Source: an optimization exercise on an open RTL-to-GDS flow (aim: small area). Production flows keep margins and buffers that such runs may drop.
Only simulation tests tie the RTL to the original design; equivalence was not proved.
Power figures rest on the tool's default switching activity, not on a simulated workload.

==> build 8 <==
==> flow/design.v <==
module LCD_Driver(
    output SF_CE0,
    output LCD_RW,
    output LCD_RS,
    output [3:0] SF_D,
    output LCD_E,
    input clock,
    input reset
);
    localparam [11:0] C0V = 12'd129;
    localparam [9:0]  K0V = 10'd54;
    reg [11:0] c;
    reg [9:0]  k;
    wire bslot = (~k[9] & ~k[8] & ~k[7] & ~k[6] & ~k[5] & k[4]) | (~k[9] & ~k[8] & ~k[7] & ~k[6] & k[5] & ~k[4]) | (k[9] & ~k[8] & ~k[7] & ~k[6] & ~k[5] & ~k[4] & ~k[3] & k[2]) | (~k[9] & ~k[8] & ~k[7] & ~k[6] & ~k[5] & k[3] & k[2] & k[1] & k[0]);
    wire rb0 = (k[3] & k[2] & k[1] & ~k[0]) | (~k[9] & ~k[3] & k[2] & k[0]) | (~k[4] & ~k[3] & k[1] & k[0]) | (k[4] & ~k[3] & ~k[2] & ~k[0]) | (~k[4] & ~k[2] & k[1] & ~k[0]) | (k[4] & k[3] & ~k[2] & ~k[1]) | (~k[9] & k[2] & ~k[1] & k[0]);
    wire rb1 = (~k[2] & ~k[1] & ~k[0]) | (k[4] & ~k[2] & k[1] & k[0]) | (~k[4] & k[2] & ~k[1] & k[0]) | (k[5] & k[3] & k[1] & k[0]) | (~k[4] & ~k[3] & ~k[2] & ~k[0]) | (k[3] & k[2] & ~k[1] & k[0]) | (k[4] & ~k[3] & k[2] & k[1] & ~k[0]);
    wire rb2 = (~k[4] & k[1] & ~k[0]) | (k[3] & ~k[1] & k[0]) | (k[4] & ~k[3] & k[2] & ~k[0]) | (k[9] & ~k[1] & k[0]) | (k[4] & k[3] & ~k[2] & k[0]) | (~k[4] & ~k[3] & ~k[2] & ~k[0]) | (k[4] & ~k[3] & k[2] & k[1]);
    wire rb3 = (k[9] & ~k[0]) | (k[4] & ~k[3] & k[2] & k[1]);
    wire rb4 = (k[4] & ~k[1] & ~k[0]) | (k[5] & ~k[1] & k[0]) | (k[4] & ~k[3] & ~k[2] & ~k[1]) | (k[5] & k[2] & k[1] & ~k[0]);
    wire rb5 = (k[5] & k[3]) | (k[4] & ~k[3] & k[1]) | (~k[3] & k[2] & ~k[1] & ~k[0]) | (k[5] & k[2] & k[1]) | (k[3] & ~k[2] & ~k[0]) | (k[4] & ~k[3] & k[0]);
    wire rb6 = (~k[4] & ~k[2]) | (~k[2] & k[0]) | (k[4] & ~k[3] & ~k[0]) | (k[4] & k[3] & k[2]) | (k[5] & k[1]) | (~k[9] & ~k[1] & k[0]);
    wire rb7 = (k[3] & k[2] & k[1] & k[0]);
    wire rtxt = (~k[2]) | (~k[9] & ~k[3]) | (~k[9] & ~k[1]) | (~k[9] & ~k[0]);
    wire rchg = (k[3] & k[2] & k[1]) | (k[5] & k[3] & k[1] & k[0]);
    wire kp1 = (~k[9] & k[8] & k[7] & ~k[6] & ~k[5] & k[4] & k[3] & k[2] & ~k[1] & k[0]);
    wire kp2 = (~k[9] & k[8] & k[7] & k[6] & k[5] & k[4] & k[3] & k[2] & k[1] & k[0]);
    wire kp3 = (k[9] & ~k[8] & ~k[7] & ~k[6] & ~k[5] & ~k[4] & ~k[3] & ~k[2] & k[1] & ~k[0]);
    wire kp4 = (k[9] & ~k[8] & ~k[7] & ~k[6] & ~k[5] & ~k[4] & ~k[3] & ~k[2] & k[1] & k[0]);
    wire kmid = (~k[9] & k[8] & k[7] & k[5]) | (~k[9] & k[8] & k[7] & k[6]) | (~k[9] & k[8] & k[7] & k[4] & k[3] & k[2] & k[1]) | (k[9] & ~k[8] & ~k[7] & ~k[6] & ~k[5] & ~k[4] & ~k[3] & ~k[2] & ~k[1]) | (k[9] & ~k[8] & ~k[7] & ~k[6] & ~k[5] & ~k[4] & ~k[3] & ~k[2] & ~k[0]);
    wire kdone = (~k[9] & ~k[8] & ~k[7] & ~k[6] & k[5] & ~k[4] & k[3] & k[1] & k[0]);
    wire kskip = (~k[8] & ~k[7] & ~k[6] & k[5] & ~k[4] & k[3] & k[2] & ~k[1] & ~k[0]);
    wire c_end = c[11] & c[5] & c[2] & c[1];
    wire cskip = c[3] & c[5] & c[7] & c[8] & c[9];
    wire c0 = (~c[11] & ~c[10] & ~c[9] & ~c[8] & ~c[7] & ~c[6] & ~c[5] & ~c[4] & ~c[3] & ~c[2] & ~c[1] & ~c[0]);
    wire lo = (c[9]) | (c[7]) | (c[8]) | (c[10]) | (c[11]) | (c[6] & c[3]) | (c[6] & c[5]) | (c[6] & c[4]) | (c[6] & c[2] & c[0]) | (c[6] & c[2] & c[1]);
    wire eu = (~c[11] & ~c[10] & ~c[9] & ~c[8] & ~c[7] & ~c[6] & ~c[5] & ~c[4] & c[2]) | (~c[11] & ~c[10] & ~c[9] & ~c[8] & ~c[7] & ~c[6] & ~c[5] & ~c[4] & c[3]) | (~c[11] & ~c[10] & ~c[9] & ~c[8] & ~c[7] & ~c[6] & ~c[5] & ~c[4] & c[1] & c[0]);
    wire el = (~c[10] & ~c[9] & ~c[8] & ~c[7] & c[6] & ~c[5] & ~c[4] & c[3]) | (~c[10] & ~c[9] & ~c[8] & ~c[7] & c[6] & ~c[5] & c[4] & ~c[3] & ~c[2]) | (~c[10] & ~c[9] & ~c[8] & ~c[7] & c[6] & ~c[5] & ~c[4] & c[2] & c[1] & c[0]);
    wire w1 = (~c[10] & c[9] & c[8] & c[7] & ~c[6] & ~c[5] & ~c[4] & c[3]) | (~c[10] & c[9] & c[8] & c[7] & ~c[6] & ~c[5] & ~c[4] & c[2]) | (~c[10] & c[9] & c[8] & c[7] & ~c[6] & ~c[5] & c[4] & ~c[3] & ~c[2] & ~c[1] & ~c[0]);
    wire w2 = (c[10] & ~c[9] & c[8] & ~c[7] & c[6] & c[5] & c[4] & ~c[3]) | (c[10] & ~c[9] & c[8] & ~c[7] & c[6] & c[5] & c[4] & ~c[2] & ~c[1]) | (c[10] & ~c[9] & c[8] & ~c[7] & c[6] & c[5] & ~c[4] & c[3] & c[2] & c[0]) | (c[10] & ~c[9] & c[8] & ~c[7] & c[6] & c[5] & ~c[4] & c[3] & c[2] & c[1]);
    wire w3 = (~c[10] & ~c[9] & ~c[8] & c[7] & ~c[6] & ~c[5] & c[4] & ~c[3]) | (~c[10] & ~c[9] & ~c[8] & c[7] & ~c[6] & ~c[5] & c[4] & ~c[2]) | (~c[10] & ~c[9] & ~c[8] & c[7] & ~c[6] & ~c[5] & ~c[4] & c[3] & c[2] & c[1] & c[0]);
    wire ge900 = (c[10]) | (c[11]) | (c[9] & c[8] & c[7] & c[6]) | (c[9] & c[8] & c[7] & c[5]) | (c[9] & c[8] & c[7] & c[4]) | (c[9] & c[8] & c[7] & c[2]) | (c[9] & c[8] & c[7] & c[3]);
    wire lt71 = (~c[11] & ~c[10] & ~c[9] & ~c[8] & ~c[7] & ~c[6]) | (~c[11] & ~c[10] & ~c[9] & ~c[8] & ~c[7] & ~c[5] & ~c[4] & ~c[3] & ~c[0]) | (~c[11] & ~c[10] & ~c[9] & ~c[8] & ~c[7] & ~c[5] & ~c[4] & ~c[3] & ~c[2]) | (~c[10] & ~c[9] & ~c[8] & ~c[7] & c[6] & ~c[5] & ~c[4] & ~c[3] & ~c[1]);
    wire lt2085 = (~c[11]) | (~c[5]) | (~c[2]) | (~c[1] & ~c[0]);
    wire skip = kskip & cskip;
    wire done = kdone & c_end;
    wire wrap = c_end | skip;
    wire clr  = reset | wrap;
    wire [12:0] cc;
    wire [10:0] kc;
    assign cc[0] = ~done;
    wire wrapn = wrap & ~done;
    assign kc[0] = wrapn;
    genvar i;
    generate for (i = 0; i < 12; i = i + 1) begin : gc
        assign cc[i+1] = cc[i] & c[i];
        always @(posedge clock)
            c[i] <= reset ? C0V[i] : (~wrapn & (c[i] ^ cc[i]));
    end endgenerate
    generate for (i = 0; i < 10; i = i + 1) begin : gk
        assign kc[i+1] = kc[i] & k[i];
        always @(posedge clock)
            k[i] <= reset ? K0V[i] : (k[i] ^ kc[i]);
    end endgenerate
    wire [3:0] hi_n = {rb7, rb6, rb5, rb4};
    wire [3:0] lo_n = {rb3, rb2, rb1, rb0};
    wire [3:0] db = c0 ? 4'd0 : lo ? lo_n : hi_n;
    wire ei = (kp1 & w1) | (kp2 & w2) | (kp3 & w3) | (kp4 & el);
    wire d3 = (kp1 & ge900) | kmid | (kp4 & lt71);
    wire d2 = kp4 & ~lt71 & lt2085;
    assign SF_CE0 = 1'b1;
    assign LCD_RW = 1'b0;
    assign LCD_E  = (bslot & (eu | el)) | ei;
    assign SF_D   = done ? 4'd0 : bslot ? db : {2'b00, d3 | d2, d3};
    assign LCD_RS = bslot & (rtxt ^ (c_end & rchg));
endmodule
==> flow/flow/run.sh <==
#!/bin/bash
# Own layout flow: the standard ORFS flow, with two changes.
# 1. Synthesis: the standard synthesis script (synth_recipe.tcl -> ORFS synth.tcl) run against
#    a copy of ORFS's scripts in which the combinational mapping uses an area-oriented ABC
#    script and Yosys does not pre-extract half/full adders. Registers, their names and their
#    cell types are made exactly as in the standard synthesis (dfflibmap runs before ABC).
# 2. Layout: port buffers use buf_1, and CTS uses small clock buffers without dummy loads.
# Every tool's output goes to a log file in this folder.
set -euo pipefail
W=$(pwd)
cp -r "$FLOW_HOME/scripts" "$W/myscripts"
cp "$W/flow/abc_area_deep.script" "$W/myscripts/abc_speed.script"
python3 - "$W/myscripts/synth.tcl" <<'PY'
import sys
p = sys.argv[1]
s = open(p).read()
old = "if {\n  [env_var_exists_and_non_empty ADDER_MAP_FILE] &&"
assert old in s
s = s.replace(old, "if { 0 &&\n  [env_var_exists_and_non_empty ADDER_MAP_FILE] &&")
open(p, "w").write(s)
PY
bash standard.sh SCRIPTS_DIR="$W/myscripts" synth > "$W/log_synth.txt" 2>&1
export BUFFER_PORTS_ARGS="-buffer_cell sky130_fd_sc_hd__buf_1"
export CTS_ARGS="-sink_clustering_enable -repair_clock_nets -dont_use_dummy_load -buf_list {sky130_fd_sc_hd__clkbuf_2 sky130_fd_sc_hd__clkbuf_4} -root_buf sky130_fd_sc_hd__clkbuf_4"
bash standard.sh finish > "$W/log_layout.txt" 2>&1
==> flow/flow/abc_area_deep.script <==
&get -n
&st
&deepsyn -T 120
&dch -f
&nf -R 1000 -p
&put
topo
dnsize -c
==> flow/standard.sh <==
#!/bin/bash
# synth_recipe.tcl (not shown) runs the flow's synth.tcl, then flattens the netlist and writes it again
# the make line also repeats each setting of config.mk as NAME=value (left out here)
make -C /OpenROAD-flow-scripts/flow DESIGN_CONFIG=/design/flow/config.mk WORK_HOME=/design/flow/orfs CLKGATE_MAP_FILE= SYNTH_SCRIPT=/design/flow/synth_recipe.tcl "${@:-finish}"
==> flow/config.mk <==
export PLATFORM = sky130hd
export DESIGN_NAME = LCD_Driver
export DESIGN_NICKNAME = LCD_Driver
export VERILOG_FILES = /design/flow/design.v
export SDC_FILE = /design/flow/constraint.sdc
export NUM_CORES = 4
export LEC_CHECK = 0
export CAP_MARGIN = 20
export CORE_MARGIN = 2
export CORE_UTILIZATION = 40
export SLEW_MARGIN = 20
==> flow/constraint.sdc <==
create_clock -name core_clock -period 20.0 [get_ports {clock}]
set_input_delay 4.0000 -clock core_clock [delete_from_list [all_inputs] [get_ports {clock}]]
set_output_delay 4.0000 -clock core_clock [all_outputs]
set_load 0.01 [all_outputs]
==> build 58 (differences from build 8) <==
==> flow/run.sh (new file) <==
#!/bin/bash
# synth_recipe.tcl (not shown) runs the flow's synth.tcl, then flattens the netlist and writes it again
# the make line also repeats each setting of config.mk as NAME=value (left out here)
make -C /OpenROAD-flow-scripts/flow DESIGN_CONFIG=/design/flow/config.mk WORK_HOME=/design/flow/orfs CLKGATE_MAP_FILE= SYNTH_SCRIPT=/design/flow/synth_recipe.tcl finish
removed: flow/flow/run.sh
removed: flow/flow/abc_area_deep.script
removed: flow/standard.sh
==> comparison table <==
                                                                                           build 8                   build 58
Run status                                                        no timing/DRC/antenna violations  no timing/DRC/antenna violations
Number of distinct standard cells referenced by the synthesized netlist                         36                         58
Met3 track demand over resource in global routing                                            2.64%                      1.55%
Clock-pin slew on the worst setup and hold paths                                            110 ps                      80 ps
Setup slack on the worst flop-to-flop path                                                17260 ps                   16170 ps
Horizontal die dimension                                                                   64.2 um                    71.8 um
Met1 global-route usage                                                                      25.9%                      24.7%
Final HPWL from detailed placement                                                         2770 um                    2980 um
Internal                                                                                 0.0527 mW                  0.0733 mW
Post-synthesis compound-gate area fraction                                                   25.2%                      20.4%
First DRT Iteration DRCs                                                                       243                        221
Share of total power in combinational logic                                                   5.4%                       5.1%
Routed wire length on met3                                                                  194 um                     210 um
Number of global-route vias before repair                                                     1405                       1419
Cells after synthesis                                                                          212                        235
First-pass GRT wire length                                                                 6330 um                    6870 um
Depth of the worst register-to-register path                                                     9                         16
Number of multi-input combinational cells                                                      185                        188
Power density over the cells                                                          44.5 nW/um^2               46.9 nW/um^2
Number of tapcells                                                                              46                         52
Final-layout fill cell count                                                                   360                        454
Syn nets                                                                                       214                        257
Final Non-Filler Cells                                                                         266                        279
Fraction of power spent switching nets                                                       23.2%                      19.9%
Root buffer cell                                                         sky130_fd_sc_hd__clkbuf_4  sky130_fd_sc_hd__clkbuf_8
DIE AREA                                                                                 4130 um^2                  5150 um^2
Total Nets Final                                                                               224                        250

==> port drivers added, routing unchanged <==
How much do the figures lean on ideal ports? The routed layouts below were timed once more, with nothing changed but the port constraints.
Step 1 sets driving cells, clkbuf_16 on the clock port and buf_2 on the other inputs (assumed; they add their load-dependent delay and slew).
Step 2 also shifts input and output timing later by t, the mid clock arrival at the registers, as if the neighbouring blocks saw the same clock.
Slacks: no drivers / after step 1 / after step 2; pairs: no drivers / after step 1.
run | t, ns | slack for setup (ns) | pins driven straight from the clock port
build 8 | 0.316 | 13.199 / 13.175 / 13.491 | 1
build 58 | 0.280 | 13.181 / 13.158 / 13.438 | 1
After both steps every run listed still meets setup and hold.
